This is an optimization exercise on Yosys and OpenROAD, whose aim is small area, a short achievable clock period and few clock cycles per item, not a production implementation.
RTL that was checked went through simulation tests only; none was proved equivalent to the original.
Function not checked in run 2: the RTL went through the layout flow alone.

==> flow/design.v, too long to show whole: its modules and the start of the top module <==
// module sqrt_binary_search: 882 lines
module sqrt_binary_search (
    input  logic        clk,
    input  logic        rst,         
    input  logic        valid_in,
    input  logic [15:0] x,           
    output logic [15:0] x_sqrt,      
    output logic        valid_out
);
  // ...
==> flow/flow/run.sh <==
#!/bin/bash
set -e
cp standard.sh standard_sh.log
cp synth_recipe.tcl synth_recipe_tcl.log
export BUFFER_PORTS_ARGS="-buffer_cell sky130_fd_sc_hd__buf_2"
bash standard.sh > standard.log 2>&1
==> flow/standard.sh <==
#!/bin/bash
# synth_recipe.tcl (not shown) runs the flow's synth.tcl, then flattens the netlist and writes it again
# the make line also repeats each setting of config.mk as NAME=value (left out here)
make -C /OpenROAD-flow-scripts/flow DESIGN_CONFIG=/design/flow/config.mk WORK_HOME=/design/flow/orfs CLKGATE_MAP_FILE= SYNTH_SCRIPT=/design/flow/synth_recipe.tcl "${@:-finish}"
==> flow/config.mk <==
export PLATFORM = sky130hd
export DESIGN_NAME = sqrt_binary_search
export DESIGN_NICKNAME = sqrt_binary_search
export VERILOG_FILES = /design/flow/design.v
export SDC_FILE = /design/flow/constraint.sdc
export NUM_CORES = 4
export LEC_CHECK = 0
export ABC_AREA = 1
export CAP_MARGIN = 20
export CORE_MARGIN = 2
export CORE_UTILIZATION = 40
export SETUP_SLACK_MARGIN = 1.5
export SLEW_MARGIN = 20
==> flow/constraint.sdc <==
create_clock -name core_clock -period 11.0 [get_ports {clk}]
set_input_delay 2.2000 -clock core_clock [delete_from_list [all_inputs] [get_ports {clk}]]
set_output_delay 2.2000 -clock core_clock [all_outputs]
set_load 0.01 [all_outputs]
==> results.txt, run 1 <==
mux share of post-synthesis cell area=0%; DRT antenna net count=0; Worst Path Max Fanout=15; largest family of logic cells by synthesized area=simple AND/OR/NAND/NOR gates; dpl cell area=3910 µm²; CTS root buffer=clkbuf_8; xor/xnor share of the synthesized area=12.4%; GPL Wtd Cong=between 0.8 and 0.9; worst endpoint required time=8.80 ns; crit path kind=reg2out; max FFs per register=8; Final nets=681; invs w/o clock=113; crit-path leading delay family=simple AND/OR/NAND/NOR gates; fillers=929; GRT Overall Usage=between 10% and 20%; Post-Route Setup TNS=0 ns; status=finished clean; slowest CP cell=fa_1; GR peak layer=met2; Initial DRC Count=170; number of vias per cell=4.84; first-pass GRT wire length=between 15000 and 20000 µm; Final HPWL DP=7520 µm; post-synthesis compound-gate area fraction=under 10%; number of non-clock buffers=31; most common cell in the netlist=nand2_1; die area=9970 µm²; Yosys cell types=41; TritonCTS clock tree=built; multi-input logic area=approximately 2800 µm²; layout cells sized above 1=17.9%; maxcap violations=0; Num CTS Buffers=3
Testbench counts, summed over its fixed seeds: cycles 262,148, items 262,144.
==> module sqrt_binary_search, before the edit <==
module sqrt_binary_search (
    input  logic        clk,
    input  logic        rst,         
    input  logic        valid_in,
    input  logic [15:0] x,           
    output logic [15:0] x_sqrt,      
    output logic        valid_out
);
    wire [2:0] s_a0 = {1'b0, x[15:14]};
    wire [2:0] s_o0 = 3'b111;
    wire [2:0] s_g0_0 = s_a0 & s_o0;
    wire [2:0] s_p0_0 = s_a0 | s_o0;
    wire [2:0] s_g0_1, s_p0_1;
    assign s_g0_1[0] = s_g0_0[0];
    assign s_p0_1[0] = s_p0_0[0];
    assign s_g0_1[1] = s_g0_0[1] | (s_p0_0[1] & s_g0_0[0]);
    assign s_p0_1[1] = s_p0_0[1] & s_p0_0[0];
    assign s_g0_1[2] = s_g0_0[2];
    assign s_p0_1[2] = s_p0_0[2];
    wire [2:0] s_g0_2, s_p0_2;
    assign s_g0_2[0] = s_g0_1[0];
    assign s_p0_2[0] = s_p0_1[0];
    assign s_g0_2[1] = s_g0_1[1];
    assign s_p0_2[1] = s_p0_1[1];
    assign s_g0_2[2] = s_g0_1[2] | (s_p0_1[2] & s_g0_1[1]);
    assign s_p0_2[2] = s_p0_1[2] & s_p0_1[1];
    wire [2:0] s_c0 = {s_g0_2[1:0], 1'b0};
    wire [2:0] s_r1 = s_a0 ^ (s_o0 ^ s_c0);
    wire [0:0] s_q1 = ~s_r1[2];
    wire [3:0] s_a1 = {s_r1[1:0], x[13:12]};
    wire [3:0] s_o1 = {s_q1[0], s_q1 ^ {1{s_q1[0]}}, 2'b11};
    wire [3:0] s_g1_0 = s_a1 & s_o1;
    wire [3:0] s_p1_0 = s_a1 | s_o1;
    wire [3:0] s_g1_1, s_p1_1;
    assign s_g1_1[0] = s_g1_0[0];
    assign s_p1_1[0] = s_p1_0[0];
    assign s_g1_1[1] = s_g1_0[1] | (s_p1_0[1] & s_g1_0[0]);
    assign s_p1_1[1] = s_p1_0[1] & s_p1_0[0];
    assign s_g1_1[2] = s_g1_0[2];
    assign s_p1_1[2] = s_p1_0[2];
    assign s_g1_1[3] = s_g1_0[3] | (s_p1_0[3] & s_g1_0[2]);
    assign s_p1_1[3] = s_p1_0[3] & s_p1_0[2];
    wire [3:0] s_g1_2, s_p1_2;
    assign s_g1_2[0] = s_g1_1[0];
    assign s_p1_2[0] = s_p1_1[0];
    assign s_g1_2[1] = s_g1_1[1];
    assign s_p1_2[1] = s_p1_1[1];
    assign s_g1_2[2] = s_g1_1[2] | (s_p1_1[2] & s_g1_1[1]);
    assign s_p1_2[2] = s_p1_1[2] & s_p1_1[1];
    assign s_g1_2[3] = s_g1_1[3] | (s_p1_1[3] & s_g1_1[1]);
    assign s_p1_2[3] = s_p1_1[3] & s_p1_1[1];
    wire [3:0] s_c1 = {s_g1_2[2:0], 1'b0};
    wire [3:0] s_r2 = s_a1 ^ (s_o1 ^ s_c1);
    wire [1:0] s_q2 = {s_q1, ~s_r2[3]};
    wire [4:0] s_a2 = {s_r2[2:0], x[11:10]};
    wire [4:0] s_o2 = {s_q2[0], s_q2 ^ {2{s_q2[0]}}, 2'b11};
    wire [4:0] s_g2_0 = s_a2 & s_o2;
    wire [4:0] s_p2_0 = s_a2 | s_o2;
    wire [4:0] s_g2_1, s_p2_1;
    assign s_g2_1[0] = s_g2_0[0];
    assign s_p2_1[0] = s_p2_0[0];
    assign s_g2_1[1] = s_g2_0[1] | (s_p2_0[1] & s_g2_0[0]);
    assign s_p2_1[1] = s_p2_0[1] & s_p2_0[0];
    assign s_g2_1[2] = s_g2_0[2];
    assign s_p2_1[2] = s_p2_0[2];
    assign s_g2_1[3] = s_g2_0[3] | (s_p2_0[3] & s_g2_0[2]);
    assign s_p2_1[3] = s_p2_0[3] & s_p2_0[2];
    assign s_g2_1[4] = s_g2_0[4];
    assign s_p2_1[4] = s_p2_0[4];
    wire [4:0] s_g2_2, s_p2_2;
    assign s_g2_2[0] = s_g2_1[0];
    assign s_p2_2[0] = s_p2_1[0];
    assign s_g2_2[1] = s_g2_1[1];
    assign s_p2_2[1] = s_p2_1[1];
    assign s_g2_2[2] = s_g2_1[2] | (s_p2_1[2] & s_g2_1[1]);
    assign s_p2_2[2] = s_p2_1[2] & s_p2_1[1];
    assign s_g2_2[3] = s_g2_1[3] | (s_p2_1[3] & s_g2_1[1]);
    assign s_p2_2[3] = s_p2_1[3] & s_p2_1[1];
    assign s_g2_2[4] = s_g2_1[4];
    assign s_p2_2[4] = s_p2_1[4];
    wire [4:0] s_g2_3, s_p2_3;
    assign s_g2_3[0] = s_g2_2[0];
    assign s_p2_3[0] = s_p2_2[0];
    assign s_g2_3[1] = s_g2_2[1];
    assign s_p2_3[1] = s_p2_2[1];
    assign s_g2_3[2] = s_g2_2[2];
    assign s_p2_3[2] = s_p2_2[2];
    assign s_g2_3[3] = s_g2_2[3];
    assign s_p2_3[3] = s_p2_2[3];
    assign s_g2_3[4] = s_g2_2[4] | (s_p2_2[4] & s_g2_2[3]);
    assign s_p2_3[4] = s_p2_2[4] & s_p2_2[3];
    wire [4:0] s_c2 = {s_g2_3[3:0], 1'b0};
    wire [4:0] s_r3 = s_a2 ^ (s_o2 ^ s_c2);
    wire [2:0] s_q3 = {s_q2, ~s_r3[4]};
    wire [5:0] s_a3 = {s_r3[3:0], x[9:8]};
    wire [5:0] s_o3 = {s_q3[0], s_q3 ^ {3{s_q3[0]}}, 2'b11};
    wire [5:0] s_g3_0 = s_a3 & s_o3;
    wire [5:0] s_p3_0 = s_a3 | s_o3;
    wire [5:0] s_g3_1, s_p3_1;
    assign s_g3_1[0] = s_g3_0[0];
    assign s_p3_1[0] = s_p3_0[0];
    assign s_g3_1[1] = s_g3_0[1] | (s_p3_0[1] & s_g3_0[0]);
    assign s_p3_1[1] = s_p3_0[1] & s_p3_0[0];
    assign s_g3_1[2] = s_g3_0[2];
    assign s_p3_1[2] = s_p3_0[2];
    assign s_g3_1[3] = s_g3_0[3] | (s_p3_0[3] & s_g3_0[2]);
    assign s_p3_1[3] = s_p3_0[3] & s_p3_0[2];
    assign s_g3_1[4] = s_g3_0[4];
    assign s_p3_1[4] = s_p3_0[4];
    assign s_g3_1[5] = s_g3_0[5] | (s_p3_0[5] & s_g3_0[4]);
    assign s_p3_1[5] = s_p3_0[5] & s_p3_0[4];
    wire [5:0] s_g3_2, s_p3_2;
    assign s_g3_2[0] = s_g3_1[0];
    assign s_p3_2[0] = s_p3_1[0];
    assign s_g3_2[1] = s_g3_1[1];
    assign s_p3_2[1] = s_p3_1[1];
    assign s_g3_2[2] = s_g3_1[2] | (s_p3_1[2] & s_g3_1[1]);
    assign s_p3_2[2] = s_p3_1[2] & s_p3_1[1];
    assign s_g3_2[3] = s_g3_1[3] | (s_p3_1[3] & s_g3_1[1]);
    assign s_p3_2[3] = s_p3_1[3] & s_p3_1[1];
    assign s_g3_2[4] = s_g3_1[4];
    assign s_p3_2[4] = s_p3_1[4];
    assign s_g3_2[5] = s_g3_1[5];
    assign s_p3_2[5] = s_p3_1[5];
    wire [5:0] s_g3_3, s_p3_3;
    assign s_g3_3[0] = s_g3_2[0];
    assign s_p3_3[0] = s_p3_2[0];
    assign s_g3_3[1] = s_g3_2[1];
    assign s_p3_3[1] = s_p3_2[1];
    assign s_g3_3[2] = s_g3_2[2];
    assign s_p3_3[2] = s_p3_2[2];
    assign s_g3_3[3] = s_g3_2[3];
    assign s_p3_3[3] = s_p3_2[3];
    assign s_g3_3[4] = s_g3_2[4] | (s_p3_2[4] & s_g3_2[3]);
    assign s_p3_3[4] = s_p3_2[4] & s_p3_2[3];
    assign s_g3_3[5] = s_g3_2[5] | (s_p3_2[5] & s_g3_2[3]);
    assign s_p3_3[5] = s_p3_2[5] & s_p3_2[3];
    wire [5:0] s_c3 = {s_g3_3[4:0], 1'b0};
    wire [5:0] s_r4 = s_a3 ^ (s_o3 ^ s_c3);
    wire [3:0] s_q4 = {s_q3, ~s_r4[5]};
    wire [6:0] s_a4 = {s_r4[4:0], x[7:6]};
    wire [6:0] s_o4 = {s_q4[0], s_q4 ^ {4{s_q4[0]}}, 2'b11};
    wire [6:0] s_g4_0 = s_a4 & s_o4;
    wire [6:0] s_p4_0 = s_a4 | s_o4;
    wire [6:0] s_g4_1, s_p4_1;
    assign s_g4_1[0] = s_g4_0[0];
    assign s_p4_1[0] = s_p4_0[0];
    assign s_g4_1[1] = s_g4_0[1] | (s_p4_0[1] & s_g4_0[0]);
    assign s_p4_1[1] = s_p4_0[1] & s_p4_0[0];
    assign s_g4_1[2] = s_g4_0[2];
    assign s_p4_1[2] = s_p4_0[2];
    assign s_g4_1[3] = s_g4_0[3] | (s_p4_0[3] & s_g4_0[2]);
    assign s_p4_1[3] = s_p4_0[3] & s_p4_0[2];
    assign s_g4_1[4] = s_g4_0[4];
    assign s_p4_1[4] = s_p4_0[4];
    assign s_g4_1[5] = s_g4_0[5] | (s_p4_0[5] & s_g4_0[4]);
    assign s_p4_1[5] = s_p4_0[5] & s_p4_0[4];
    assign s_g4_1[6] = s_g4_0[6];
    assign s_p4_1[6] = s_p4_0[6];
    wire [6:0] s_g4_2, s_p4_2;
    assign s_g4_2[0] = s_g4_1[0];
    assign s_p4_2[0] = s_p4_1[0];
    assign s_g4_2[1] = s_g4_1[1];
    assign s_p4_2[1] = s_p4_1[1];
    assign s_g4_2[2] = s_g4_1[2] | (s_p4_1[2] & s_g4_1[1]);
    assign s_p4_2[2] = s_p4_1[2] & s_p4_1[1];
    assign s_g4_2[3] = s_g4_1[3] | (s_p4_1[3] & s_g4_1[1]);
    assign s_p4_2[3] = s_p4_1[3] & s_p4_1[1];
    assign s_g4_2[4] = s_g4_1[4];
    assign s_p4_2[4] = s_p4_1[4];
    assign s_g4_2[5] = s_g4_1[5];
    assign s_p4_2[5] = s_p4_1[5];
    assign s_g4_2[6] = s_g4_1[6] | (s_p4_1[6] & s_g4_1[5]);
    assign s_p4_2[6] = s_p4_1[6] & s_p4_1[5];
    wire [6:0] s_g4_3, s_p4_3;
    assign s_g4_3[0] = s_g4_2[0];
    assign s_p4_3[0] = s_p4_2[0];
    assign s_g4_3[1] = s_g4_2[1];
    assign s_p4_3[1] = s_p4_2[1];
    assign s_g4_3[2] = s_g4_2[2];
    assign s_p4_3[2] = s_p4_2[2];
    assign s_g4_3[3] = s_g4_2[3];
    assign s_p4_3[3] = s_p4_2[3];
    assign s_g4_3[4] = s_g4_2[4] | (s_p4_2[4] & s_g4_2[3]);
    assign s_p4_3[4] = s_p4_2[4] & s_p4_2[3];
    assign s_g4_3[5] = s_g4_2[5] | (s_p4_2[5] & s_g4_2[3]);
    assign s_p4_3[5] = s_p4_2[5] & s_p4_2[3];
    assign s_g4_3[6] = s_g4_2[6] | (s_p4_2[6] & s_g4_2[3]);
    assign s_p4_3[6] = s_p4_2[6] & s_p4_2[3];
    wire [6:0] s_c4 = {s_g4_3[5:0], 1'b0};
    wire [6:0] s_r5 = s_a4 ^ (s_o4 ^ s_c4);
    wire [4:0] s_q5 = {s_q4, ~s_r5[6]};
    wire [7:0] s_a5 = {s_r5[5:0], x[5:4]};
    wire [7:0] s_o5 = {s_q5[0], s_q5 ^ {5{s_q5[0]}}, 2'b11};
    wire [7:0] s_g5_0 = s_a5 & s_o5;
    wire [7:0] s_p5_0 = s_a5 | s_o5;
    wire [7:0] s_g5_1, s_p5_1;
    assign s_g5_1[0] = s_g5_0[0];
    assign s_p5_1[0] = s_p5_0[0];
    assign s_g5_1[1] = s_g5_0[1] | (s_p5_0[1] & s_g5_0[0]);
    assign s_p5_1[1] = s_p5_0[1] & s_p5_0[0];
    assign s_g5_1[2] = s_g5_0[2];
    assign s_p5_1[2] = s_p5_0[2];
    assign s_g5_1[3] = s_g5_0[3] | (s_p5_0[3] & s_g5_0[2]);
    assign s_p5_1[3] = s_p5_0[3] & s_p5_0[2];
    assign s_g5_1[4] = s_g5_0[4];
    assign s_p5_1[4] = s_p5_0[4];
    assign s_g5_1[5] = s_g5_0[5] | (s_p5_0[5] & s_g5_0[4]);
    assign s_p5_1[5] = s_p5_0[5] & s_p5_0[4];
    assign s_g5_1[6] = s_g5_0[6];
    assign s_p5_1[6] = s_p5_0[6];
    assign s_g5_1[7] = s_g5_0[7] | (s_p5_0[7] & s_g5_0[6]);
    assign s_p5_1[7] = s_p5_0[7] & s_p5_0[6];
    wire [7:0] s_g5_2, s_p5_2;
    assign s_g5_2[0] = s_g5_1[0];
    assign s_p5_2[0] = s_p5_1[0];
    assign s_g5_2[1] = s_g5_1[1];
    assign s_p5_2[1] = s_p5_1[1];
    assign s_g5_2[2] = s_g5_1[2] | (s_p5_1[2] & s_g5_1[1]);
    assign s_p5_2[2] = s_p5_1[2] & s_p5_1[1];
    assign s_g5_2[3] = s_g5_1[3] | (s_p5_1[3] & s_g5_1[1]);
    assign s_p5_2[3] = s_p5_1[3] & s_p5_1[1];
    assign s_g5_2[4] = s_g5_1[4];
    assign s_p5_2[4] = s_p5_1[4];
    assign s_g5_2[5] = s_g5_1[5];
    assign s_p5_2[5] = s_p5_1[5];
    assign s_g5_2[6] = s_g5_1[6] | (s_p5_1[6] & s_g5_1[5]);
    assign s_p5_2[6] = s_p5_1[6] & s_p5_1[5];
    assign s_g5_2[7] = s_g5_1[7] | (s_p5_1[7] & s_g5_1[5]);
    assign s_p5_2[7] = s_p5_1[7] & s_p5_1[5];
    wire [7:0] s_g5_3, s_p5_3;
    assign s_g5_3[0] = s_g5_2[0];
    assign s_p5_3[0] = s_p5_2[0];
    assign s_g5_3[1] = s_g5_2[1];
    assign s_p5_3[1] = s_p5_2[1];
    assign s_g5_3[2] = s_g5_2[2];
    assign s_p5_3[2] = s_p5_2[2];
    assign s_g5_3[3] = s_g5_2[3];
    assign s_p5_3[3] = s_p5_2[3];
    assign s_g5_3[4] = s_g5_2[4] | (s_p5_2[4] & s_g5_2[3]);
    assign s_p5_3[4] = s_p5_2[4] & s_p5_2[3];
    assign s_g5_3[5] = s_g5_2[5] | (s_p5_2[5] & s_g5_2[3]);
    assign s_p5_3[5] = s_p5_2[5] & s_p5_2[3];
    assign s_g5_3[6] = s_g5_2[6] | (s_p5_2[6] & s_g5_2[3]);
    assign s_p5_3[6] = s_p5_2[6] & s_p5_2[3];
    assign s_g5_3[7] = s_g5_2[7] | (s_p5_2[7] & s_g5_2[3]);
    assign s_p5_3[7] = s_p5_2[7] & s_p5_2[3];
    wire [7:0] s_c5 = {s_g5_3[6:0], 1'b0};
    wire [7:0] s_r6 = s_a5 ^ (s_o5 ^ s_c5);
    wire [5:0] s_q6 = {s_q5, ~s_r6[7]};
    wire [8:0] s_a6 = {s_r6[6:0], x[3:2]};
    wire [8:0] s_o6 = {s_q6[0], s_q6 ^ {6{s_q6[0]}}, 2'b11};
    wire [8:0] s_g6_0 = s_a6 & s_o6;
    wire [8:0] s_p6_0 = s_a6 | s_o6;
    wire [8:0] s_g6_1, s_p6_1;
    assign s_g6_1[0] = s_g6_0[0];
    assign s_p6_1[0] = s_p6_0[0];
    assign s_g6_1[1] = s_g6_0[1] | (s_p6_0[1] & s_g6_0[0]);
    assign s_p6_1[1] = s_p6_0[1] & s_p6_0[0];
    assign s_g6_1[2] = s_g6_0[2];
    assign s_p6_1[2] = s_p6_0[2];
    assign s_g6_1[3] = s_g6_0[3] | (s_p6_0[3] & s_g6_0[2]);
    assign s_p6_1[3] = s_p6_0[3] & s_p6_0[2];
    assign s_g6_1[4] = s_g6_0[4];
    assign s_p6_1[4] = s_p6_0[4];
    assign s_g6_1[5] = s_g6_0[5] | (s_p6_0[5] & s_g6_0[4]);
    assign s_p6_1[5] = s_p6_0[5] & s_p6_0[4];
    assign s_g6_1[6] = s_g6_0[6];
    assign s_p6_1[6] = s_p6_0[6];
    assign s_g6_1[7] = s_g6_0[7] | (s_p6_0[7] & s_g6_0[6]);
    assign s_p6_1[7] = s_p6_0[7] & s_p6_0[6];
    assign s_g6_1[8] = s_g6_0[8];
    assign s_p6_1[8] = s_p6_0[8];
    wire [8:0] s_g6_2, s_p6_2;
    assign s_g6_2[0] = s_g6_1[0];
    assign s_p6_2[0] = s_p6_1[0];
    assign s_g6_2[1] = s_g6_1[1];
    assign s_p6_2[1] = s_p6_1[1];
    assign s_g6_2[2] = s_g6_1[2] | (s_p6_1[2] & s_g6_1[1]);
    assign s_p6_2[2] = s_p6_1[2] & s_p6_1[1];
    assign s_g6_2[3] = s_g6_1[3] | (s_p6_1[3] & s_g6_1[1]);
    assign s_p6_2[3] = s_p6_1[3] & s_p6_1[1];
    assign s_g6_2[4] = s_g6_1[4];
    assign s_p6_2[4] = s_p6_1[4];
    assign s_g6_2[5] = s_g6_1[5];
    assign s_p6_2[5] = s_p6_1[5];
    assign s_g6_2[6] = s_g6_1[6] | (s_p6_1[6] & s_g6_1[5]);
    assign s_p6_2[6] = s_p6_1[6] & s_p6_1[5];
    assign s_g6_2[7] = s_g6_1[7] | (s_p6_1[7] & s_g6_1[5]);
    assign s_p6_2[7] = s_p6_1[7] & s_p6_1[5];
    assign s_g6_2[8] = s_g6_1[8];
    assign s_p6_2[8] = s_p6_1[8];
    wire [8:0] s_g6_3, s_p6_3;
    assign s_g6_3[0] = s_g6_2[0];
    assign s_p6_3[0] = s_p6_2[0];
    assign s_g6_3[1] = s_g6_2[1];
    assign s_p6_3[1] = s_p6_2[1];
    assign s_g6_3[2] = s_g6_2[2];
    assign s_p6_3[2] = s_p6_2[2];
    assign s_g6_3[3] = s_g6_2[3];
    assign s_p6_3[3] = s_p6_2[3];
    assign s_g6_3[4] = s_g6_2[4] | (s_p6_2[4] & s_g6_2[3]);
    assign s_p6_3[4] = s_p6_2[4] & s_p6_2[3];
    assign s_g6_3[5] = s_g6_2[5] | (s_p6_2[5] & s_g6_2[3]);
    assign s_p6_3[5] = s_p6_2[5] & s_p6_2[3];
    assign s_g6_3[6] = s_g6_2[6] | (s_p6_2[6] & s_g6_2[3]);
    assign s_p6_3[6] = s_p6_2[6] & s_p6_2[3];
    assign s_g6_3[7] = s_g6_2[7] | (s_p6_2[7] & s_g6_2[3]);
    assign s_p6_3[7] = s_p6_2[7] & s_p6_2[3];
    assign s_g6_3[8] = s_g6_2[8];
    assign s_p6_3[8] = s_p6_2[8];
    wire [8:0] s_g6_4, s_p6_4;
    assign s_g6_4[0] = s_g6_3[0];
    assign s_p6_4[0] = s_p6_3[0];
    assign s_g6_4[1] = s_g6_3[1];
    assign s_p6_4[1] = s_p6_3[1];
    assign s_g6_4[2] = s_g6_3[2];
    assign s_p6_4[2] = s_p6_3[2];
    assign s_g6_4[3] = s_g6_3[3];
    assign s_p6_4[3] = s_p6_3[3];
    assign s_g6_4[4] = s_g6_3[4];
    assign s_p6_4[4] = s_p6_3[4];
    assign s_g6_4[5] = s_g6_3[5];
    assign s_p6_4[5] = s_p6_3[5];
    assign s_g6_4[6] = s_g6_3[6];
    assign s_p6_4[6] = s_p6_3[6];
    assign s_g6_4[7] = s_g6_3[7];
    assign s_p6_4[7] = s_p6_3[7];
    assign s_g6_4[8] = s_g6_3[8] | (s_p6_3[8] & s_g6_3[7]);
    assign s_p6_4[8] = s_p6_3[8] & s_p6_3[7];
    wire [8:0] s_c6 = {s_g6_4[7:0], 1'b0};
    wire [8:0] s_r7 = s_a6 ^ (s_o6 ^ s_c6);
    wire [6:0] s_q7 = {s_q6, ~s_r7[8]};
    logic [6:0] q_r;
    logic [8:0] r_r;
    logic [1:0] x_r;
    logic v_r;
    always_ff @(posedge clk) begin
        if (rst) v_r <= 1'b0;
        else     v_r <= valid_in;
        q_r <= s_q7;
        r_r <= s_r7;
        x_r <= x[1:0];
    end
    wire [9:0] t_a7 = {r_r[7:0], x_r[1:0]};
    wire [9:0] t_o7 = {q_r[0], q_r ^ {7{q_r[0]}}, 2'b11};
    wire [9:0] t_g7_0 = t_a7 & t_o7;
    wire [9:0] t_p7_0 = t_a7 | t_o7;
    wire [9:0] t_g7_1, t_p7_1;
    assign t_g7_1[0] = t_g7_0[0];
    assign t_p7_1[0] = t_p7_0[0];
    assign t_g7_1[1] = t_g7_0[1] | (t_p7_0[1] & t_g7_0[0]);
    assign t_p7_1[1] = t_p7_0[1] & t_p7_0[0];
    assign t_g7_1[2] = t_g7_0[2];
    assign t_p7_1[2] = t_p7_0[2];
    assign t_g7_1[3] = t_g7_0[3] | (t_p7_0[3] & t_g7_0[2]);
    assign t_p7_1[3] = t_p7_0[3] & t_p7_0[2];
    assign t_g7_1[4] = t_g7_0[4];
    assign t_p7_1[4] = t_p7_0[4];
    assign t_g7_1[5] = t_g7_0[5] | (t_p7_0[5] & t_g7_0[4]);
    assign t_p7_1[5] = t_p7_0[5] & t_p7_0[4];
    assign t_g7_1[6] = t_g7_0[6];
    assign t_p7_1[6] = t_p7_0[6];
    assign t_g7_1[7] = t_g7_0[7] | (t_p7_0[7] & t_g7_0[6]);
    assign t_p7_1[7] = t_p7_0[7] & t_p7_0[6];
    assign t_g7_1[8] = t_g7_0[8];
    assign t_p7_1[8] = t_p7_0[8];
    assign t_g7_1[9] = t_g7_0[9] | (t_p7_0[9] & t_g7_0[8]);
    assign t_p7_1[9] = t_p7_0[9] & t_p7_0[8];
    wire [9:0] t_g7_2, t_p7_2;
    assign t_g7_2[0] = t_g7_1[0];
    assign t_p7_2[0] = t_p7_1[0];
    assign t_g7_2[1] = t_g7_1[1];
    assign t_p7_2[1] = t_p7_1[1];
    assign t_g7_2[2] = t_g7_1[2] | (t_p7_1[2] & t_g7_1[1]);
    assign t_p7_2[2] = t_p7_1[2] & t_p7_1[1];
    assign t_g7_2[3] = t_g7_1[3] | (t_p7_1[3] & t_g7_1[1]);
    assign t_p7_2[3] = t_p7_1[3] & t_p7_1[1];
    assign t_g7_2[4] = t_g7_1[4];
    assign t_p7_2[4] = t_p7_1[4];
    assign t_g7_2[5] = t_g7_1[5];
    assign t_p7_2[5] = t_p7_1[5];
    assign t_g7_2[6] = t_g7_1[6] | (t_p7_1[6] & t_g7_1[5]);
    assign t_p7_2[6] = t_p7_1[6] & t_p7_1[5];
    assign t_g7_2[7] = t_g7_1[7] | (t_p7_1[7] & t_g7_1[5]);
    assign t_p7_2[7] = t_p7_1[7] & t_p7_1[5];
    assign t_g7_2[8] = t_g7_1[8];
    assign t_p7_2[8] = t_p7_1[8];
    assign t_g7_2[9] = t_g7_1[9];
    assign t_p7_2[9] = t_p7_1[9];
    wire [9:0] t_g7_3, t_p7_3;
    assign t_g7_3[0] = t_g7_2[0];
    assign t_p7_3[0] = t_p7_2[0];
    assign t_g7_3[1] = t_g7_2[1];
    assign t_p7_3[1] = t_p7_2[1];
    assign t_g7_3[2] = t_g7_2[2];
    assign t_p7_3[2] = t_p7_2[2];
    assign t_g7_3[3] = t_g7_2[3];
    assign t_p7_3[3] = t_p7_2[3];
    assign t_g7_3[4] = t_g7_2[4] | (t_p7_2[4] & t_g7_2[3]);
    assign t_p7_3[4] = t_p7_2[4] & t_p7_2[3];
    assign t_g7_3[5] = t_g7_2[5] | (t_p7_2[5] & t_g7_2[3]);
    assign t_p7_3[5] = t_p7_2[5] & t_p7_2[3];
    assign t_g7_3[6] = t_g7_2[6] | (t_p7_2[6] & t_g7_2[3]);
    assign t_p7_3[6] = t_p7_2[6] & t_p7_2[3];
    assign t_g7_3[7] = t_g7_2[7] | (t_p7_2[7] & t_g7_2[3]);
    assign t_p7_3[7] = t_p7_2[7] & t_p7_2[3];
    assign t_g7_3[8] = t_g7_2[8];
    assign t_p7_3[8] = t_p7_2[8];
    assign t_g7_3[9] = t_g7_2[9];
    assign t_p7_3[9] = t_p7_2[9];
    wire [9:0] t_g7_4, t_p7_4;
    assign t_g7_4[0] = t_g7_3[0];
    assign t_p7_4[0] = t_p7_3[0];
    assign t_g7_4[1] = t_g7_3[1];
    assign t_p7_4[1] = t_p7_3[1];
    assign t_g7_4[2] = t_g7_3[2];
    assign t_p7_4[2] = t_p7_3[2];
    assign t_g7_4[3] = t_g7_3[3];
    assign t_p7_4[3] = t_p7_3[3];
    assign t_g7_4[4] = t_g7_3[4];
    assign t_p7_4[4] = t_p7_3[4];
    assign t_g7_4[5] = t_g7_3[5];
    assign t_p7_4[5] = t_p7_3[5];
    assign t_g7_4[6] = t_g7_3[6];
    assign t_p7_4[6] = t_p7_3[6];
    assign t_g7_4[7] = t_g7_3[7];
    assign t_p7_4[7] = t_p7_3[7];
    assign t_g7_4[8] = t_g7_3[8] | (t_p7_3[8] & t_g7_3[7]);
    assign t_p7_4[8] = t_p7_3[8] & t_p7_3[7];
    assign t_g7_4[9] = t_g7_3[9] | (t_p7_3[9] & t_g7_3[7]);
    assign t_p7_4[9] = t_p7_3[9] & t_p7_3[7];
    wire [9:0] t_c7 = {t_g7_4[8:0], 1'b0};
    wire [9:0] t_r8 = t_a7 ^ (t_o7 ^ t_c7);
    wire [7:0] t_q8 = {q_r, ~t_r8[9]};
    wire [10:0] t_a8 = {t_r8[8:0], 2'b00};
    wire [10:0] t_o8 = {t_q8[0], t_q8 ^ {8{t_q8[0]}}, 2'b11};
    wire [10:0] t_g8_0 = t_a8 & t_o8;
    wire [10:0] t_p8_0 = t_a8 | t_o8;
    wire [10:0] t_g8_1, t_p8_1;
    assign t_g8_1[0] = t_g8_0[0];
    assign t_p8_1[0] = t_p8_0[0];
    assign t_g8_1[1] = t_g8_0[1] | (t_p8_0[1] & t_g8_0[0]);
    assign t_p8_1[1] = t_p8_0[1] & t_p8_0[0];
    assign t_g8_1[2] = t_g8_0[2];
    assign t_p8_1[2] = t_p8_0[2];
    assign t_g8_1[3] = t_g8_0[3] | (t_p8_0[3] & t_g8_0[2]);
    assign t_p8_1[3] = t_p8_0[3] & t_p8_0[2];
    assign t_g8_1[4] = t_g8_0[4];
    assign t_p8_1[4] = t_p8_0[4];
    assign t_g8_1[5] = t_g8_0[5] | (t_p8_0[5] & t_g8_0[4]);
    assign t_p8_1[5] = t_p8_0[5] & t_p8_0[4];
    assign t_g8_1[6] = t_g8_0[6];
    assign t_p8_1[6] = t_p8_0[6];
    assign t_g8_1[7] = t_g8_0[7] | (t_p8_0[7] & t_g8_0[6]);
    assign t_p8_1[7] = t_p8_0[7] & t_p8_0[6];
    assign t_g8_1[8] = t_g8_0[8];
    assign t_p8_1[8] = t_p8_0[8];
    assign t_g8_1[9] = t_g8_0[9] | (t_p8_0[9] & t_g8_0[8]);
    assign t_p8_1[9] = t_p8_0[9] & t_p8_0[8];
    assign t_g8_1[10] = t_g8_0[10];
    assign t_p8_1[10] = t_p8_0[10];
    wire [10:0] t_g8_2, t_p8_2;
    assign t_g8_2[0] = t_g8_1[0];
    assign t_p8_2[0] = t_p8_1[0];
    assign t_g8_2[1] = t_g8_1[1];
    assign t_p8_2[1] = t_p8_1[1];
    assign t_g8_2[2] = t_g8_1[2] | (t_p8_1[2] & t_g8_1[1]);
    assign t_p8_2[2] = t_p8_1[2] & t_p8_1[1];
    assign t_g8_2[3] = t_g8_1[3] | (t_p8_1[3] & t_g8_1[1]);
    assign t_p8_2[3] = t_p8_1[3] & t_p8_1[1];
    assign t_g8_2[4] = t_g8_1[4];
    assign t_p8_2[4] = t_p8_1[4];
    assign t_g8_2[5] = t_g8_1[5];
    assign t_p8_2[5] = t_p8_1[5];
    assign t_g8_2[6] = t_g8_1[6] | (t_p8_1[6] & t_g8_1[5]);
    assign t_p8_2[6] = t_p8_1[6] & t_p8_1[5];
    assign t_g8_2[7] = t_g8_1[7] | (t_p8_1[7] & t_g8_1[5]);
    assign t_p8_2[7] = t_p8_1[7] & t_p8_1[5];
    assign t_g8_2[8] = t_g8_1[8];
    assign t_p8_2[8] = t_p8_1[8];
    assign t_g8_2[9] = t_g8_1[9];
    assign t_p8_2[9] = t_p8_1[9];
    assign t_g8_2[10] = t_g8_1[10] | (t_p8_1[10] & t_g8_1[9]);
    assign t_p8_2[10] = t_p8_1[10] & t_p8_1[9];
    wire [10:0] t_g8_3, t_p8_3;
    assign t_g8_3[0] = t_g8_2[0];
    assign t_p8_3[0] = t_p8_2[0];
    assign t_g8_3[1] = t_g8_2[1];
    assign t_p8_3[1] = t_p8_2[1];
    assign t_g8_3[2] = t_g8_2[2];
    assign t_p8_3[2] = t_p8_2[2];
    assign t_g8_3[3] = t_g8_2[3];
    assign t_p8_3[3] = t_p8_2[3];
    assign t_g8_3[4] = t_g8_2[4] | (t_p8_2[4] & t_g8_2[3]);
    assign t_p8_3[4] = t_p8_2[4] & t_p8_2[3];
    assign t_g8_3[5] = t_g8_2[5] | (t_p8_2[5] & t_g8_2[3]);
    assign t_p8_3[5] = t_p8_2[5] & t_p8_2[3];
    assign t_g8_3[6] = t_g8_2[6] | (t_p8_2[6] & t_g8_2[3]);
    assign t_p8_3[6] = t_p8_2[6] & t_p8_2[3];
    assign t_g8_3[7] = t_g8_2[7] | (t_p8_2[7] & t_g8_2[3]);
    assign t_p8_3[7] = t_p8_2[7] & t_p8_2[3];
    assign t_g8_3[8] = t_g8_2[8];
    assign t_p8_3[8] = t_p8_2[8];
    assign t_g8_3[9] = t_g8_2[9];
    assign t_p8_3[9] = t_p8_2[9];
    assign t_g8_3[10] = t_g8_2[10];
    assign t_p8_3[10] = t_p8_2[10];
    wire [10:0] t_g8_4, t_p8_4;
    assign t_g8_4[0] = t_g8_3[0];
    assign t_p8_4[0] = t_p8_3[0];
    assign t_g8_4[1] = t_g8_3[1];
    assign t_p8_4[1] = t_p8_3[1];
    assign t_g8_4[2] = t_g8_3[2];
    assign t_p8_4[2] = t_p8_3[2];
    assign t_g8_4[3] = t_g8_3[3];
    assign t_p8_4[3] = t_p8_3[3];
    assign t_g8_4[4] = t_g8_3[4];
    assign t_p8_4[4] = t_p8_3[4];
    assign t_g8_4[5] = t_g8_3[5];
    assign t_p8_4[5] = t_p8_3[5];
    assign t_g8_4[6] = t_g8_3[6];
    assign t_p8_4[6] = t_p8_3[6];
    assign t_g8_4[7] = t_g8_3[7];
    assign t_p8_4[7] = t_p8_3[7];
    assign t_g8_4[8] = t_g8_3[8] | (t_p8_3[8] & t_g8_3[7]);
    assign t_p8_4[8] = t_p8_3[8] & t_p8_3[7];
    assign t_g8_4[9] = t_g8_3[9] | (t_p8_3[9] & t_g8_3[7]);
    assign t_p8_4[9] = t_p8_3[9] & t_p8_3[7];
    assign t_g8_4[10] = t_g8_3[10] | (t_p8_3[10] & t_g8_3[7]);
    assign t_p8_4[10] = t_p8_3[10] & t_p8_3[7];
    wire [10:0] t_c8 = {t_g8_4[9:0], 1'b0};
    wire [10:0] t_r9 = t_a8 ^ (t_o8 ^ t_c8);
    wire [8:0] t_q9 = {t_q8, ~t_r9[10]};
    wire [11:0] t_a9 = {t_r9[9:0], 2'b00};
    wire [11:0] t_o9 = {t_q9[0], t_q9 ^ {9{t_q9[0]}}, 2'b11};
    wire [11:0] t_g9_0 = t_a9 & t_o9;
    wire [11:0] t_p9_0 = t_a9 | t_o9;
    wire [11:0] t_g9_1, t_p9_1;
    assign t_g9_1[0] = t_g9_0[0];
    assign t_p9_1[0] = t_p9_0[0];
    assign t_g9_1[1] = t_g9_0[1] | (t_p9_0[1] & t_g9_0[0]);
    assign t_p9_1[1] = t_p9_0[1] & t_p9_0[0];
    assign t_g9_1[2] = t_g9_0[2];
    assign t_p9_1[2] = t_p9_0[2];
    assign t_g9_1[3] = t_g9_0[3] | (t_p9_0[3] & t_g9_0[2]);
    assign t_p9_1[3] = t_p9_0[3] & t_p9_0[2];
    assign t_g9_1[4] = t_g9_0[4];
    assign t_p9_1[4] = t_p9_0[4];
    assign t_g9_1[5] = t_g9_0[5] | (t_p9_0[5] & t_g9_0[4]);
    assign t_p9_1[5] = t_p9_0[5] & t_p9_0[4];
    assign t_g9_1[6] = t_g9_0[6];
    assign t_p9_1[6] = t_p9_0[6];
    assign t_g9_1[7] = t_g9_0[7] | (t_p9_0[7] & t_g9_0[6]);
    assign t_p9_1[7] = t_p9_0[7] & t_p9_0[6];
    assign t_g9_1[8] = t_g9_0[8];
    assign t_p9_1[8] = t_p9_0[8];
    assign t_g9_1[9] = t_g9_0[9] | (t_p9_0[9] & t_g9_0[8]);
    assign t_p9_1[9] = t_p9_0[9] & t_p9_0[8];
    assign t_g9_1[10] = t_g9_0[10];
    assign t_p9_1[10] = t_p9_0[10];
    assign t_g9_1[11] = t_g9_0[11] | (t_p9_0[11] & t_g9_0[10]);
    assign t_p9_1[11] = t_p9_0[11] & t_p9_0[10];
    wire [11:0] t_g9_2, t_p9_2;
    assign t_g9_2[0] = t_g9_1[0];
    assign t_p9_2[0] = t_p9_1[0];
    assign t_g9_2[1] = t_g9_1[1];
    assign t_p9_2[1] = t_p9_1[1];
    assign t_g9_2[2] = t_g9_1[2] | (t_p9_1[2] & t_g9_1[1]);
    assign t_p9_2[2] = t_p9_1[2] & t_p9_1[1];
    assign t_g9_2[3] = t_g9_1[3] | (t_p9_1[3] & t_g9_1[1]);
    assign t_p9_2[3] = t_p9_1[3] & t_p9_1[1];
    assign t_g9_2[4] = t_g9_1[4];
    assign t_p9_2[4] = t_p9_1[4];
    assign t_g9_2[5] = t_g9_1[5];
    assign t_p9_2[5] = t_p9_1[5];
    assign t_g9_2[6] = t_g9_1[6] | (t_p9_1[6] & t_g9_1[5]);
    assign t_p9_2[6] = t_p9_1[6] & t_p9_1[5];
    assign t_g9_2[7] = t_g9_1[7] | (t_p9_1[7] & t_g9_1[5]);
    assign t_p9_2[7] = t_p9_1[7] & t_p9_1[5];
    assign t_g9_2[8] = t_g9_1[8];
    assign t_p9_2[8] = t_p9_1[8];
    assign t_g9_2[9] = t_g9_1[9];
    assign t_p9_2[9] = t_p9_1[9];
    assign t_g9_2[10] = t_g9_1[10] | (t_p9_1[10] & t_g9_1[9]);
    assign t_p9_2[10] = t_p9_1[10] & t_p9_1[9];
    assign t_g9_2[11] = t_g9_1[11] | (t_p9_1[11] & t_g9_1[9]);
    assign t_p9_2[11] = t_p9_1[11] & t_p9_1[9];
    wire [11:0] t_g9_3, t_p9_3;
    assign t_g9_3[0] = t_g9_2[0];
    assign t_p9_3[0] = t_p9_2[0];
    assign t_g9_3[1] = t_g9_2[1];
    assign t_p9_3[1] = t_p9_2[1];
    assign t_g9_3[2] = t_g9_2[2];
    assign t_p9_3[2] = t_p9_2[2];
    assign t_g9_3[3] = t_g9_2[3];
    assign t_p9_3[3] = t_p9_2[3];
    assign t_g9_3[4] = t_g9_2[4] | (t_p9_2[4] & t_g9_2[3]);
    assign t_p9_3[4] = t_p9_2[4] & t_p9_2[3];
    assign t_g9_3[5] = t_g9_2[5] | (t_p9_2[5] & t_g9_2[3]);
    assign t_p9_3[5] = t_p9_2[5] & t_p9_2[3];
    assign t_g9_3[6] = t_g9_2[6] | (t_p9_2[6] & t_g9_2[3]);
    assign t_p9_3[6] = t_p9_2[6] & t_p9_2[3];
    assign t_g9_3[7] = t_g9_2[7] | (t_p9_2[7] & t_g9_2[3]);
    assign t_p9_3[7] = t_p9_2[7] & t_p9_2[3];
    assign t_g9_3[8] = t_g9_2[8];
    assign t_p9_3[8] = t_p9_2[8];
    assign t_g9_3[9] = t_g9_2[9];
    assign t_p9_3[9] = t_p9_2[9];
    assign t_g9_3[10] = t_g9_2[10];
    assign t_p9_3[10] = t_p9_2[10];
    assign t_g9_3[11] = t_g9_2[11];
    assign t_p9_3[11] = t_p9_2[11];
    wire [11:0] t_g9_4, t_p9_4;
    assign t_g9_4[0] = t_g9_3[0];
    assign t_p9_4[0] = t_p9_3[0];
    assign t_g9_4[1] = t_g9_3[1];
    assign t_p9_4[1] = t_p9_3[1];
    assign t_g9_4[2] = t_g9_3[2];
    assign t_p9_4[2] = t_p9_3[2];
    assign t_g9_4[3] = t_g9_3[3];
    assign t_p9_4[3] = t_p9_3[3];
    assign t_g9_4[4] = t_g9_3[4];
    assign t_p9_4[4] = t_p9_3[4];
    assign t_g9_4[5] = t_g9_3[5];
    assign t_p9_4[5] = t_p9_3[5];
    assign t_g9_4[6] = t_g9_3[6];
    assign t_p9_4[6] = t_p9_3[6];
    assign t_g9_4[7] = t_g9_3[7];
    assign t_p9_4[7] = t_p9_3[7];
    assign t_g9_4[8] = t_g9_3[8] | (t_p9_3[8] & t_g9_3[7]);
    assign t_p9_4[8] = t_p9_3[8] & t_p9_3[7];
    assign t_g9_4[9] = t_g9_3[9] | (t_p9_3[9] & t_g9_3[7]);
    assign t_p9_4[9] = t_p9_3[9] & t_p9_3[7];
    assign t_g9_4[10] = t_g9_3[10] | (t_p9_3[10] & t_g9_3[7]);
    assign t_p9_4[10] = t_p9_3[10] & t_p9_3[7];
    assign t_g9_4[11] = t_g9_3[11] | (t_p9_3[11] & t_g9_3[7]);
    assign t_p9_4[11] = t_p9_3[11] & t_p9_3[7];
    wire [11:0] t_c9 = {t_g9_4[10:0], 1'b0};
    wire [11:0] t_r10 = t_a9 ^ (t_o9 ^ t_c9);
    wire [9:0] t_q10 = {t_q9, ~t_r10[11]};
    wire [12:0] t_a10 = {t_r10[10:0], 2'b00};
    wire [12:0] t_o10 = {t_q10[0], t_q10 ^ {10{t_q10[0]}}, 2'b11};
    wire [12:0] t_g10_0 = t_a10 & t_o10;
    wire [12:0] t_p10_0 = t_a10 | t_o10;
    wire [12:0] t_g10_1, t_p10_1;
    assign t_g10_1[0] = t_g10_0[0];
    assign t_p10_1[0] = t_p10_0[0];
    assign t_g10_1[1] = t_g10_0[1] | (t_p10_0[1] & t_g10_0[0]);
    assign t_p10_1[1] = t_p10_0[1] & t_p10_0[0];
    assign t_g10_1[2] = t_g10_0[2];
    assign t_p10_1[2] = t_p10_0[2];
    assign t_g10_1[3] = t_g10_0[3] | (t_p10_0[3] & t_g10_0[2]);
    assign t_p10_1[3] = t_p10_0[3] & t_p10_0[2];
    assign t_g10_1[4] = t_g10_0[4];
    assign t_p10_1[4] = t_p10_0[4];
    assign t_g10_1[5] = t_g10_0[5] | (t_p10_0[5] & t_g10_0[4]);
    assign t_p10_1[5] = t_p10_0[5] & t_p10_0[4];
    assign t_g10_1[6] = t_g10_0[6];
    assign t_p10_1[6] = t_p10_0[6];
    assign t_g10_1[7] = t_g10_0[7] | (t_p10_0[7] & t_g10_0[6]);
    assign t_p10_1[7] = t_p10_0[7] & t_p10_0[6];
    assign t_g10_1[8] = t_g10_0[8];
    assign t_p10_1[8] = t_p10_0[8];
    assign t_g10_1[9] = t_g10_0[9] | (t_p10_0[9] & t_g10_0[8]);
    assign t_p10_1[9] = t_p10_0[9] & t_p10_0[8];
    assign t_g10_1[10] = t_g10_0[10];
    assign t_p10_1[10] = t_p10_0[10];
    assign t_g10_1[11] = t_g10_0[11] | (t_p10_0[11] & t_g10_0[10]);
    assign t_p10_1[11] = t_p10_0[11] & t_p10_0[10];
    assign t_g10_1[12] = t_g10_0[12];
    assign t_p10_1[12] = t_p10_0[12];
    wire [12:0] t_g10_2, t_p10_2;
    assign t_g10_2[0] = t_g10_1[0];
    assign t_p10_2[0] = t_p10_1[0];
    assign t_g10_2[1] = t_g10_1[1];
    assign t_p10_2[1] = t_p10_1[1];
    assign t_g10_2[2] = t_g10_1[2] | (t_p10_1[2] & t_g10_1[1]);
    assign t_p10_2[2] = t_p10_1[2] & t_p10_1[1];
    assign t_g10_2[3] = t_g10_1[3] | (t_p10_1[3] & t_g10_1[1]);
    assign t_p10_2[3] = t_p10_1[3] & t_p10_1[1];
    assign t_g10_2[4] = t_g10_1[4];
    assign t_p10_2[4] = t_p10_1[4];
    assign t_g10_2[5] = t_g10_1[5];
    assign t_p10_2[5] = t_p10_1[5];
    assign t_g10_2[6] = t_g10_1[6] | (t_p10_1[6] & t_g10_1[5]);
    assign t_p10_2[6] = t_p10_1[6] & t_p10_1[5];
    assign t_g10_2[7] = t_g10_1[7] | (t_p10_1[7] & t_g10_1[5]);
    assign t_p10_2[7] = t_p10_1[7] & t_p10_1[5];
    assign t_g10_2[8] = t_g10_1[8];
    assign t_p10_2[8] = t_p10_1[8];
    assign t_g10_2[9] = t_g10_1[9];
    assign t_p10_2[9] = t_p10_1[9];
    assign t_g10_2[10] = t_g10_1[10] | (t_p10_1[10] & t_g10_1[9]);
    assign t_p10_2[10] = t_p10_1[10] & t_p10_1[9];
    assign t_g10_2[11] = t_g10_1[11] | (t_p10_1[11] & t_g10_1[9]);
    assign t_p10_2[11] = t_p10_1[11] & t_p10_1[9];
    assign t_g10_2[12] = t_g10_1[12];
    assign t_p10_2[12] = t_p10_1[12];
    wire [12:0] t_g10_3, t_p10_3;
    assign t_g10_3[0] = t_g10_2[0];
    assign t_p10_3[0] = t_p10_2[0];
    assign t_g10_3[1] = t_g10_2[1];
    assign t_p10_3[1] = t_p10_2[1];
    assign t_g10_3[2] = t_g10_2[2];
    assign t_p10_3[2] = t_p10_2[2];
    assign t_g10_3[3] = t_g10_2[3];
    assign t_p10_3[3] = t_p10_2[3];
    assign t_g10_3[4] = t_g10_2[4] | (t_p10_2[4] & t_g10_2[3]);
    assign t_p10_3[4] = t_p10_2[4] & t_p10_2[3];
    assign t_g10_3[5] = t_g10_2[5] | (t_p10_2[5] & t_g10_2[3]);
    assign t_p10_3[5] = t_p10_2[5] & t_p10_2[3];
    assign t_g10_3[6] = t_g10_2[6] | (t_p10_2[6] & t_g10_2[3]);
    assign t_p10_3[6] = t_p10_2[6] & t_p10_2[3];
    assign t_g10_3[7] = t_g10_2[7] | (t_p10_2[7] & t_g10_2[3]);
    assign t_p10_3[7] = t_p10_2[7] & t_p10_2[3];
    assign t_g10_3[8] = t_g10_2[8];
    assign t_p10_3[8] = t_p10_2[8];
    assign t_g10_3[9] = t_g10_2[9];
    assign t_p10_3[9] = t_p10_2[9];
    assign t_g10_3[10] = t_g10_2[10];
    assign t_p10_3[10] = t_p10_2[10];
    assign t_g10_3[11] = t_g10_2[11];
    assign t_p10_3[11] = t_p10_2[11];
    assign t_g10_3[12] = t_g10_2[12] | (t_p10_2[12] & t_g10_2[11]);
    assign t_p10_3[12] = t_p10_2[12] & t_p10_2[11];
    wire [12:0] t_g10_4, t_p10_4;
    assign t_g10_4[0] = t_g10_3[0];
    assign t_p10_4[0] = t_p10_3[0];
    assign t_g10_4[1] = t_g10_3[1];
    assign t_p10_4[1] = t_p10_3[1];
    assign t_g10_4[2] = t_g10_3[2];
    assign t_p10_4[2] = t_p10_3[2];
    assign t_g10_4[3] = t_g10_3[3];
    assign t_p10_4[3] = t_p10_3[3];
    assign t_g10_4[4] = t_g10_3[4];
    assign t_p10_4[4] = t_p10_3[4];
    assign t_g10_4[5] = t_g10_3[5];
    assign t_p10_4[5] = t_p10_3[5];
    assign t_g10_4[6] = t_g10_3[6];
    assign t_p10_4[6] = t_p10_3[6];
    assign t_g10_4[7] = t_g10_3[7];
    assign t_p10_4[7] = t_p10_3[7];
    assign t_g10_4[8] = t_g10_3[8] | (t_p10_3[8] & t_g10_3[7]);
    assign t_p10_4[8] = t_p10_3[8] & t_p10_3[7];
    assign t_g10_4[9] = t_g10_3[9] | (t_p10_3[9] & t_g10_3[7]);
    assign t_p10_4[9] = t_p10_3[9] & t_p10_3[7];
    assign t_g10_4[10] = t_g10_3[10] | (t_p10_3[10] & t_g10_3[7]);
    assign t_p10_4[10] = t_p10_3[10] & t_p10_3[7];
    assign t_g10_4[11] = t_g10_3[11] | (t_p10_3[11] & t_g10_3[7]);
    assign t_p10_4[11] = t_p10_3[11] & t_p10_3[7];
    assign t_g10_4[12] = t_g10_3[12] | (t_p10_3[12] & t_g10_3[7]);
    assign t_p10_4[12] = t_p10_3[12] & t_p10_3[7];
    wire [12:0] t_c10 = {t_g10_4[11:0], 1'b0};
    wire [12:0] t_r11 = t_a10 ^ (t_o10 ^ t_c10);
    wire [10:0] t_q11 = {t_q10, ~t_r11[12]};
    wire [13:0] t_a11 = {t_r11[11:0], 2'b00};
    wire [13:0] t_o11 = {t_q11[0], t_q11 ^ {11{t_q11[0]}}, 2'b11};
    wire [13:0] t_g11_0 = t_a11 & t_o11;
    wire [13:0] t_p11_0 = t_a11 | t_o11;
    wire [13:0] t_g11_1, t_p11_1;
    assign t_g11_1[0] = t_g11_0[0];
    assign t_p11_1[0] = t_p11_0[0];
    assign t_g11_1[1] = t_g11_0[1] | (t_p11_0[1] & t_g11_0[0]);
    assign t_p11_1[1] = t_p11_0[1] & t_p11_0[0];
    assign t_g11_1[2] = t_g11_0[2];
    assign t_p11_1[2] = t_p11_0[2];
    assign t_g11_1[3] = t_g11_0[3] | (t_p11_0[3] & t_g11_0[2]);
    assign t_p11_1[3] = t_p11_0[3] & t_p11_0[2];
    assign t_g11_1[4] = t_g11_0[4];
    assign t_p11_1[4] = t_p11_0[4];
    assign t_g11_1[5] = t_g11_0[5] | (t_p11_0[5] & t_g11_0[4]);
    assign t_p11_1[5] = t_p11_0[5] & t_p11_0[4];
    assign t_g11_1[6] = t_g11_0[6];
    assign t_p11_1[6] = t_p11_0[6];
    assign t_g11_1[7] = t_g11_0[7] | (t_p11_0[7] & t_g11_0[6]);
    assign t_p11_1[7] = t_p11_0[7] & t_p11_0[6];
    assign t_g11_1[8] = t_g11_0[8];
    assign t_p11_1[8] = t_p11_0[8];
    assign t_g11_1[9] = t_g11_0[9] | (t_p11_0[9] & t_g11_0[8]);
    assign t_p11_1[9] = t_p11_0[9] & t_p11_0[8];
    assign t_g11_1[10] = t_g11_0[10];
    assign t_p11_1[10] = t_p11_0[10];
    assign t_g11_1[11] = t_g11_0[11] | (t_p11_0[11] & t_g11_0[10]);
    assign t_p11_1[11] = t_p11_0[11] & t_p11_0[10];
    assign t_g11_1[12] = t_g11_0[12];
    assign t_p11_1[12] = t_p11_0[12];
    assign t_g11_1[13] = t_g11_0[13] | (t_p11_0[13] & t_g11_0[12]);
    assign t_p11_1[13] = t_p11_0[13] & t_p11_0[12];
    wire [13:0] t_g11_2, t_p11_2;
    assign t_g11_2[0] = t_g11_1[0];
    assign t_p11_2[0] = t_p11_1[0];
    assign t_g11_2[1] = t_g11_1[1];
    assign t_p11_2[1] = t_p11_1[1];
    assign t_g11_2[2] = t_g11_1[2] | (t_p11_1[2] & t_g11_1[1]);
    assign t_p11_2[2] = t_p11_1[2] & t_p11_1[1];
    assign t_g11_2[3] = t_g11_1[3] | (t_p11_1[3] & t_g11_1[1]);
    assign t_p11_2[3] = t_p11_1[3] & t_p11_1[1];
    assign t_g11_2[4] = t_g11_1[4];
    assign t_p11_2[4] = t_p11_1[4];
    assign t_g11_2[5] = t_g11_1[5];
    assign t_p11_2[5] = t_p11_1[5];
    assign t_g11_2[6] = t_g11_1[6] | (t_p11_1[6] & t_g11_1[5]);
    assign t_p11_2[6] = t_p11_1[6] & t_p11_1[5];
    assign t_g11_2[7] = t_g11_1[7] | (t_p11_1[7] & t_g11_1[5]);
    assign t_p11_2[7] = t_p11_1[7] & t_p11_1[5];
    assign t_g11_2[8] = t_g11_1[8];
    assign t_p11_2[8] = t_p11_1[8];
    assign t_g11_2[9] = t_g11_1[9];
    assign t_p11_2[9] = t_p11_1[9];
    assign t_g11_2[10] = t_g11_1[10] | (t_p11_1[10] & t_g11_1[9]);
    assign t_p11_2[10] = t_p11_1[10] & t_p11_1[9];
    assign t_g11_2[11] = t_g11_1[11] | (t_p11_1[11] & t_g11_1[9]);
    assign t_p11_2[11] = t_p11_1[11] & t_p11_1[9];
    assign t_g11_2[12] = t_g11_1[12];
    assign t_p11_2[12] = t_p11_1[12];
    assign t_g11_2[13] = t_g11_1[13];
    assign t_p11_2[13] = t_p11_1[13];
    wire [13:0] t_g11_3, t_p11_3;
    assign t_g11_3[0] = t_g11_2[0];
    assign t_p11_3[0] = t_p11_2[0];
    assign t_g11_3[1] = t_g11_2[1];
    assign t_p11_3[1] = t_p11_2[1];
    assign t_g11_3[2] = t_g11_2[2];
    assign t_p11_3[2] = t_p11_2[2];
    assign t_g11_3[3] = t_g11_2[3];
    assign t_p11_3[3] = t_p11_2[3];
    assign t_g11_3[4] = t_g11_2[4] | (t_p11_2[4] & t_g11_2[3]);
    assign t_p11_3[4] = t_p11_2[4] & t_p11_2[3];
    assign t_g11_3[5] = t_g11_2[5] | (t_p11_2[5] & t_g11_2[3]);
    assign t_p11_3[5] = t_p11_2[5] & t_p11_2[3];
    assign t_g11_3[6] = t_g11_2[6] | (t_p11_2[6] & t_g11_2[3]);
    assign t_p11_3[6] = t_p11_2[6] & t_p11_2[3];
    assign t_g11_3[7] = t_g11_2[7] | (t_p11_2[7] & t_g11_2[3]);
    assign t_p11_3[7] = t_p11_2[7] & t_p11_2[3];
    assign t_g11_3[8] = t_g11_2[8];
    assign t_p11_3[8] = t_p11_2[8];
    assign t_g11_3[9] = t_g11_2[9];
    assign t_p11_3[9] = t_p11_2[9];
    assign t_g11_3[10] = t_g11_2[10];
    assign t_p11_3[10] = t_p11_2[10];
    assign t_g11_3[11] = t_g11_2[11];
    assign t_p11_3[11] = t_p11_2[11];
    assign t_g11_3[12] = t_g11_2[12] | (t_p11_2[12] & t_g11_2[11]);
    assign t_p11_3[12] = t_p11_2[12] & t_p11_2[11];
    assign t_g11_3[13] = t_g11_2[13] | (t_p11_2[13] & t_g11_2[11]);
    assign t_p11_3[13] = t_p11_2[13] & t_p11_2[11];
    wire [13:0] t_g11_4, t_p11_4;
    assign t_g11_4[0] = t_g11_3[0];
    assign t_p11_4[0] = t_p11_3[0];
    assign t_g11_4[1] = t_g11_3[1];
    assign t_p11_4[1] = t_p11_3[1];
    assign t_g11_4[2] = t_g11_3[2];
    assign t_p11_4[2] = t_p11_3[2];
    assign t_g11_4[3] = t_g11_3[3];
    assign t_p11_4[3] = t_p11_3[3];
    assign t_g11_4[4] = t_g11_3[4];
    assign t_p11_4[4] = t_p11_3[4];
    assign t_g11_4[5] = t_g11_3[5];
    assign t_p11_4[5] = t_p11_3[5];
    assign t_g11_4[6] = t_g11_3[6];
    assign t_p11_4[6] = t_p11_3[6];
    assign t_g11_4[7] = t_g11_3[7];
    assign t_p11_4[7] = t_p11_3[7];
    assign t_g11_4[8] = t_g11_3[8] | (t_p11_3[8] & t_g11_3[7]);
    assign t_p11_4[8] = t_p11_3[8] & t_p11_3[7];
    assign t_g11_4[9] = t_g11_3[9] | (t_p11_3[9] & t_g11_3[7]);
    assign t_p11_4[9] = t_p11_3[9] & t_p11_3[7];
    assign t_g11_4[10] = t_g11_3[10] | (t_p11_3[10] & t_g11_3[7]);
    assign t_p11_4[10] = t_p11_3[10] & t_p11_3[7];
    assign t_g11_4[11] = t_g11_3[11] | (t_p11_3[11] & t_g11_3[7]);
    assign t_p11_4[11] = t_p11_3[11] & t_p11_3[7];
    assign t_g11_4[12] = t_g11_3[12] | (t_p11_3[12] & t_g11_3[7]);
    assign t_p11_4[12] = t_p11_3[12] & t_p11_3[7];
    assign t_g11_4[13] = t_g11_3[13] | (t_p11_3[13] & t_g11_3[7]);
    assign t_p11_4[13] = t_p11_3[13] & t_p11_3[7];
    wire [13:0] t_c11 = {t_g11_4[12:0], 1'b0};
    wire [13:0] t_r12 = t_a11 ^ (t_o11 ^ t_c11);
    wire [11:0] t_q12 = {t_q11, ~t_r12[13]};
    assign x_sqrt    = {4'd0, t_q12};
    assign valid_out = v_r;
endmodule
==> inputs of run 2 (changes only) <==
--- a/flow/design.v
+++ b/flow/design.v
@@ -331,19 +331,22 @@
     wire [8:0] s_c6 = {s_g6_4[7:0], 1'b0};
     wire [8:0] s_r7 = s_a6 ^ (s_o6 ^ s_c6);
     wire [6:0] s_q7 = {s_q6, ~s_r7[8]};
-    logic [6:0] q_r;
+    logic s_r;                
+    logic [5:0] o_r;      
     logic [8:0] r_r;
     logic [1:0] x_r;
     logic v_r;
     always_ff @(posedge clk) begin
         if (rst) v_r <= 1'b0;
         else     v_r <= valid_in;
-        q_r <= s_q7;
+        s_r <= s_q7[0];
+        o_r <= s_q7[6:1] ^ {6{s_q7[0]}};
         r_r <= s_r7;
         x_r <= x[1:0];
     end
+    wire [6:0] q_r = {o_r ^ {6{s_r}}, s_r};
     wire [9:0] t_a7 = {r_r[7:0], x_r[1:0]};
-    wire [9:0] t_o7 = {q_r[0], q_r ^ {7{q_r[0]}}, 2'b11};
+    wire [9:0] t_o7 = {s_r, o_r, 1'b0, 2'b11};
     wire [9:0] t_g7_0 = t_a7 & t_o7;
     wire [9:0] t_p7_0 = t_a7 | t_o7;
     wire [9:0] t_g7_1, t_p7_1;
==> run 2 against run 1 <==
- largest cell class unchanged
- critical endpoint unchanged
- fmax grew 0.60%
- die area grew 4.3%
- critical path type unchanged
- wire length grew 3.7%
- final cell count grew 9.3%
- sequential cell count is the same
- highest routed layer unchanged
- still clean on timing, DRC and antenna
==> results.txt, run 2 <==
max layer used=met4 (unchanged); mean routed wirelength per cell=11.0 µm (was 11.6 µm); met3 routed WL=316 µm (was 241 µm); Final Hold Fails=0 (unchanged); residual DRC count=0 (unchanged); sink of the worst hold path=x_r[1] (unchanged); Biggest register=r_r (unchanged); initial antenna violation count=0 (unchanged); most frequent CP cell=nand2_1 (unchanged); fin crit share=78.6% (was 79.1%); Ys Warns=1 (unchanged); Die Ht=102 µm (was 99.8 µm); met1 WL=4520 µm (was 3970 µm); Final nets=729 (was 681); sequential share of the synthesized area=9.39% (was 9.81%); CTS Buffer Depth=2 (unchanged); final setup vio count=0 (unchanged); max-slew violations=0 (unchanged); wire length on met2=4040 µm (was 4310 µm); io pins=36 (unchanged); CTS clock-pin slew for the worst setup and hold paths=0.06 ns (was 0.07 ns); mapped cell area=3840 µm² (was 3670 µm²); RSZ-0062 raised after global routing=false (unchanged); crit path kind=reg2out (unchanged); CTS H-tree depth=1 (unchanged); GR Overflow Total=0 (unchanged); Hold Crit Class=in2reg (unchanged); worst endpoint required time=8.80 ns (about the same); Max Fclk=0.116 GHz (was 0.115 GHz); maxcap violations=0 (unchanged); Post-synth EDFFs=0 (unchanged); Setup Fix Bufs, Post-CTS=0 (unchanged); Final Critical Period=8.65 ns (was 8.70 ns); Hold Crit Depth=1 (unchanged); WL final=8960 µm (was 8640 µm); number of vias per cell=4.63 (was 4.84); max FFs per register=8 (unchanged); first-pass GRT wire length=15800 µm (was 15500 µm); die area=10400 µm² (was 9970 µm²); post-cts hold buffer count=0 (unchanged); ys async rst share=0% (unchanged); TritonCTS clock tree=built (unchanged); clk sinks=18 (unchanged); most frequent cells in the layout=nand2_1, inv_1, nand3_1, buf_2 (was nand2_1, inv_1, nand3_1, xor2_1, buf_2); Worst Path Max Fanout=11 (was 15); Worst Tran Pin Value=0.761 ns (was 0.648 ns); Synth Flop Type=dfxtp_1 (unchanged); GPL Wtd Cong=0.883 (was 0.881); placed cell count=810 (was 741); Hold Crit Start=x[1] (unchanged); non-filler cells, final=814 (was 745); Critical Path Sink Type=output port (unchanged); largest net degree at the start of global routing=16 (unchanged); post_cts resized=0 (unchanged); CP startpoint kind=flip-flop (unchanged); Final HPWL DP=7760 µm (was 7520 µm); port buffer count=31 (unchanged); area share of the largest cell type after synthesis=21.6% (was 19.8%); layout cells sized above 1=15.3% (was 17.9%); most common cell after layout, fill and taps aside=nand2_1 (unchanged); most frequent cells after synthesis=nand2_1, inv_1, nand3_1 (unchanged); chip width=102 µm (was 99.8 µm); GRT Overall Usage=18.4% (was 18.8%); main area contributors after synthesis=nand2_1, inv_1, nand3_1, dfxtp_1, xor2_1 (was nand2_1, inv_1, dfxtp_1, nand3_1, xor2_1); Post-Route Setup TNS=0 ns (unchanged); slowest CP cell=fa_1 (unchanged); Mapped Avg Cell Area=5.87 µm² (was 6.06 µm²); Starting Density=41.3% (was 41.7%); DRT antenna net count=0 (unchanged); arrival time worst endpoint=6.45 ns (was 6.50 ns); num rows=35 (was 34); ant diodes=0 (unchanged); Buffers & Inverters on Critical Path=9 (was 3); Top Registers=r_r: 8 flops, o_r: 6 flops, x_r: 2 flops (was r_r: 8 flops, q_r: 7 flops, x_r: 2 flops); Slew HR=48.9% (was 56.3%); Worst Setup SP=x_r[0] (was q_r[0]); CTS root buffer=clkbuf_8 (unchanged); area grow syn2layout=8.58% (was 8.55%); slowest stage delay, CP=0.43 ns (was 0.45 ns); Initial DRC Count=142 (was 170); status=finished clean (unchanged); vias after detailed routing=3770 (was 3608); TritonRoute pass-1 iters=4 (unchanged); post-synthesis cell count=654 (was 606); Synth Register Bits=18 (unchanged); most common cell in the netlist=nand2_1 (unchanged); Yosys cell types=41 (unchanged); cell accounting for the most synthesized area=nand2_1 (unchanged); crit-path leading delay family=simple AND/OR/NAND/NOR gates (unchanged); core area=9280 µm² (was 8810 µm²); Crit. path cell count=43 (was 39); vias in the first global route=3571 (was 3561); Num CTS Buffers=3 (unchanged)
run 2: cell types whose count changed in the layout (fill, tap and decap cells not counted), sizes merged, moves of 4 or more:
cell and change:
or2 -7, nand3 +12, xnor2 +5, nand2 +31, nand3b -4, nor2 +12
inv +12, o21ai -4, xor2 -5
run 2: cell type report:
class | instances | area, µm²
tap | 129 | 161
multi-input combinational | 506 | 2950
fill | 1034 | 5120
sequential | 18 | 360
inverter | 125 | 472
clock buffer | 4 | 55.1
timing repair buffer | 32 | 163
run 2: logic make-up (layout without fill, tap and decap cells):
family / Yosys count / in the layout / share of synthesized area [%]
AND/OR/NAND/NOR: 399 / 399 / 50.4
XOR/XNOR: 49 / 49 / 11.4
flip-flops: 18 / 18 / 9.39
other: 1 / 4 / 0.0978
adder cells (fa/ha/maj): 25 / 25 / 10.0
AO/OA/AOI/OAI: 29 / 29 / 4.79
buffers and inverters: 133 / 161 / 13.9
run 2: per-layer routing:
metal  vias to the layer above  global-route usage, %
met5                         -                      0
met4                         0                   2.15
met3                         8                   2.05
met2                        54                   31.3
met1                      1659                   26.0
li1                       2049                      -
run 2: worst max path at each step:
| stage | to | slack (ns) |
|---|---|---|
| final | x_sqrt[0] | 2.35 |
| after floorplan | x_sqrt[0] | 3.33 |
| after global routing | x_sqrt[0] | 1.60 |
| after global placement | x_sqrt[0] | 2.84 |
| after CTS | x_sqrt[0] | 2.35 |
| after detailed placement | x_sqrt[0] | 2.64 |
run 2: metrics by stage:
step | hold slack, ns | setup slack [ns] | area, µm² | util, %
finish | 2.05 | 2.35 | 4170 | 44.9
global route | 2.03 | 1.60 | 4170 | 44.9
CTS | 2.04 | 2.35 | 4170 | 44.9
detailed placement | 2.30 | 2.64 | 4110 | 44.3
global placement | 2.30 | 2.84 | 4110 | 44.3
floorplan | 2.23 | 3.33 | 3850 | -

==> what the ideal ports hide <==
How much do the figures lean on ideal ports? The routed layouts below were timed once more, with nothing changed but the port constraints. Step 1, drivers: a clkbuf_16 drives clk and a buf_2 each remaining input, both assumed. Step 2 also shifts input and output timing later by t, the mid clock arrival at the registers, as if the neighbouring blocks saw the same clock. a / b / c = no drivers / after step 1 / after step 2; a / b = the first two.
run | shift t [ns] | slack for setup (ns) | worst data-port slew with drivers (ns)
run 1 | 0.279 | 2.300 / 2.278 / 2.557 | 0.03
run 2 | 0.270 | 2.352 / 2.329 / 2.599 | 0.03
After both steps setup and hold are still met in every run listed.
